Context: an optimization exercise on an open-source flow, tuned for small area, a short achievable clock period and few clock cycles. The choices shown serve that exercise and are no tape-out recipe.
Function was checked by simulation only, so behaviour that the tests miss may differ from the original.
Power figures rest on the tool's default switching activity, not on a simulated workload.

## RV32Core
module RV32Core(
    input wire CPU_CLK,
    input wire CPU_RST,
    output wire [31:0] IMemAddr,
    input wire [31:0] IMemData,
    output wire [31:0] DMemAddr,
    output wire [3:0] DMemWE,
    output wire [31:0] DMemWD,
    input wire [31:0] DMemRD
    );
    wire clk = CPU_CLK;
    wire rst = CPU_RST;
    reg  [12:0] pcF;
    reg         validD;
    reg  [12:0] pcD;
    reg         predFD;      
    reg         lbValid;
    reg  [12:0] lbPC, lbTgt;
    reg         validE;
    reg  [4:0]  rdE;
    reg         wrE, ldE, stE, brE, jalrE, predE;
    reg  [2:0]  f3E;
    reg  [12:0] altE;
    reg  [31:0] immE, regAE, regBE;
    reg         aR_E, aM_E, aW_E, aV_E, aAlt_E;
    reg         bR_E, bM_E, bW_E, bV_E, bImm_E;
    reg         subE, sSum_E, sSll_E, sSrl_E, sraE, sXor_E, sOr_E, sAnd_E, sSlt_E, sSltu_E, sLink_E;
    reg  [31:0] resM, stdM;
    reg  [3:0]  weM;
    reg  [4:0]  rdM;
    reg         wrM, ldM;
    reg  [2:0]  f3M;
    reg  [31:0] resW;
    reg  [4:0]  rdW;
    reg         wrW, ldW;
    reg  [2:0]  f3W;
    reg  [1:0]  a10W;
    reg  [31:0] valR;        
    reg  [4:0]  rdR;
    reg         wrR;
    assign IMemAddr = {17'b0, pcF, 2'b00};
    wire [31:0] ins = IMemData;
    wire [4:0] op  = ins[6:2];
    wire [2:0] f3  = ins[14:12];
    wire [4:0] rdD  = ins[11:7];
    wire [4:0] rs1D = ins[19:15];
    wire [4:0] rs2D = ins[24:20];
    wire isLUI   = (op == 5'b01101);
    wire isAUIPC = (op == 5'b00101);
    wire isJAL   = (op == 5'b11011);
    wire isJALR  = (op == 5'b11001);
    wire isBR    = (op == 5'b11000);
    wire isLD    = (op == 5'b00000);
    wire isST    = (op == 5'b01000);
    wire isOPI   = (op == 5'b00100);
    wire isOP    = (op == 5'b01100);
    wire use1 = isJALR | isBR | isLD | isST | isOPI | isOP;
    wire use2 = isBR | isST | isOP;
  ...
For scale: ~5500 cells after synthesis, ~170 I/O pins, about 65000 sq um of cells after synthesis.
Settings: LEC_CHECK=0, CAP_MARGIN=20, CORE_MARGIN=2, CORE_UTILIZATION=30, CTS_CLUSTER_DIAMETER=100, CTS_CLUSTER_SIZE=20, SETUP_SLACK_MARGIN=0.4, SLEW_MARGIN=20; clock period 17.0 ns.
standard.sh (not shown) runs the stock make flow with config.mk's settings and CLKGATE_MAP_FILE= SYNTH_SCRIPT=/design/flow/synth_recipe.tcl, a recipe that flattens the netlist after the stock synthesis.
==> flow/flow/run.sh <==
#!/bin/bash
set -euo pipefail
bash standard.sh SETUP_SLACK_MARGIN=12.5 TNS_END_PERCENT=0 finish > standard_flow.log 2>&1
Testbench counts at the start, summed over its fixed seeds: cycles 70,777.
Rerun with:
--- a/flow/config.mk
+++ b/flow/config.mk
@@ -9,5 +9,5 @@
 export CORE_MARGIN = 2
-export CORE_UTILIZATION = 30
+export CORE_UTILIZATION = 55
 export CTS_CLUSTER_DIAMETER = 100
-export CTS_CLUSTER_SIZE = 20
+export CTS_CLUSTER_SIZE = 24
 export SETUP_SLACK_MARGIN = 0.4
After rerunning:
- fmax increases by 1.1%
- register-to-register slack improves by 0.18 ns
- count of clock-buffer cells in the layout is lower by 23
Rerun with:
--- a/flow/config.mk
+++ b/flow/config.mk
@@ -9,3 +9,3 @@
 export CORE_MARGIN = 2
-export CORE_UTILIZATION = 55
+export CORE_UTILIZATION = 30
 export CTS_CLUSTER_DIAMETER = 100
Result:
- final cell count grows by 18%
- power stays flat
- clock skew came out higher by 0.039 ns
- global-route usage went down by 22 points
Rerun with:
--- a/flow/config.mk
+++ b/flow/config.mk
@@ -9,5 +9,6 @@
 export CORE_MARGIN = 2
-export CORE_UTILIZATION = 30
+export CORE_UTILIZATION = 50
 export CTS_CLUSTER_DIAMETER = 100
 export CTS_CLUSTER_SIZE = 24
+export PLACE_DENSITY = 0.7
 export SETUP_SLACK_MARGIN = 0.4
Result: The new run finished with timing, DRC and antenna clean; flip-flop and latch count is unchanged; power drops by 0.82%; final cell count drops by 12%; setup slack improved by 0.15 ns; die area drops by 40%; routed wire length drops by 2.9%; worst hold slack improved by 0.0033 ns; register-to-register slack improved by 0.24 ns; global-route usage climbs by 17 points.


Setup of sierra:
Starting RTL as in the previous note.
Settings: LEC_CHECK=0, CAP_MARGIN=20, CORE_MARGIN=2, CORE_UTILIZATION=45, CTS_CLUSTER_DIAMETER=100, CTS_CLUSTER_SIZE=24, SETUP_SLACK_MARGIN=0.4, SLEW_MARGIN=20; clock period 17.0 ns.
Scripts as last shown in full above: flow/flow/run.sh
Testbench counts of sierra, summed over its fixed seeds: cycles 70,777.
#### Input delta (fjord over sierra)
# sierra
export LEC_CHECK = 0
export CAP_MARGIN = 20
export CORE_MARGIN = 2
export CORE_UTILIZATION = 45
export CTS_CLUSTER_DIAMETER = 100
export CTS_CLUSTER_SIZE = 24
export SETUP_SLACK_MARGIN = 0.4
export SLEW_MARGIN = 20
create_clock -name core_clock -period 17.0 [get_ports {CPU_CLK}]
# fjord
export LEC_CHECK = 0
export CAP_MARGIN = 20
export CORE_MARGIN = 2
export CORE_UTILIZATION = 30
export CTS_CLUSTER_DIAMETER = 100
export CTS_CLUSTER_SIZE = 24
export PLACE_DENSITY = 0.7
export SETUP_SLACK_MARGIN = 0.4
export SLEW_MARGIN = 20
create_clock -name core_clock -period 17.0 [get_ports {CPU_CLK}]
[summary]
On hold slack: between fjord and sierra, it ends up higher for sierra. Higher layout overhead on the synthesized area was reported by fjord, not sierra. [compare] base=sierra new=fjord: fmax saw a decrease; share of the core filled with cells in the final layout saw a decrease; via count of the first global-routing pass saw an increase; core area saw an increase; actual transition at the worst max-transition pin saw an increase.


RV32Core, a different RTL version from the one above (not shown whole).
Size in the first run: roughly 170 I/O pins, about 65,000 µm² of cells after synthesis.
export LEC_CHECK = 0
export CAP_MARGIN = 20
export CORE_MARGIN = 2
export CORE_UTILIZATION = 30
export SETUP_SLACK_MARGIN = 0.4
export SLEW_MARGIN = 20
create_clock -name core_clock -period 17.0 [get_ports {CPU_CLK}]
Scripts as last shown in full above: flow/flow/run.sh
Testbench counts at the start, summed over its fixed seeds: cycles 70,777.
Edit:
==> flow/flow/run.sh (replaced) <==
#!/bin/bash
set -euo pipefail
bash standard.sh SETUP_SLACK_MARGIN=13 TNS_END_PERCENT=0 finish > standard_flow.log 2>&1
=> Flip-flop and latch count is unchanged. Final cell count is unchanged. Fmax does not change. Core utilization stays the same. Combinational power stays flat. Non-clock buffer count does not change. Die area is unchanged. Wire length stays the same. Setup slack stays the same. Area after synthesis does not change. Critical path depth is unchanged.

## re-timing with driven ports
The results above use ideal ports. As a check the final layouts listed here were re-extracted and re-timed, cells and wires unchanged. Step 1 sets driving cells, clkbuf_16 on the clock port and buf_2 on the other inputs (assumed; they add their load-dependent delay and slew). Step 2, shift: input delay + t, output delay - t, t = (earliest + latest rising clock arrival at the registers) / 2. This alone moves slack from input paths to output paths. a / b / c = ideal / step 1 / step 2; a / b = the first two.
run | t (ns) | setup WS [ns] | slew at the worst register clock pin (ns)
the first run of note 1 | 0.845 | 11.620 / 11.686 / 10.842 | 0.10 / 0.10
the second run of note 1 | 0.770 | 11.678 / 11.732 / 10.963 | 0.11 / 0.11
the third run of note 1 | 0.809 | 11.672 / 11.725 / 10.915 | 0.11 / 0.11
the fourth run of note 1 | 0.792 | 11.819 / 11.873 / 11.081 | 0.11 / 0.11
sierra | 0.823 | 11.857 / 11.903 / 11.080 | 0.11 / 0.11
fjord | 0.834 | 11.836 / 11.872 / 11.053 | 0.11 / 0.11
the first run of note 3 | 0.887 | 11.923 / 11.950 / 11.062 | 0.07 / 0.07
the second run of note 3 | 0.887 | 11.923 / 11.950 / 11.062 | 0.07 / 0.07
After both steps setup and hold are still met in every run listed.
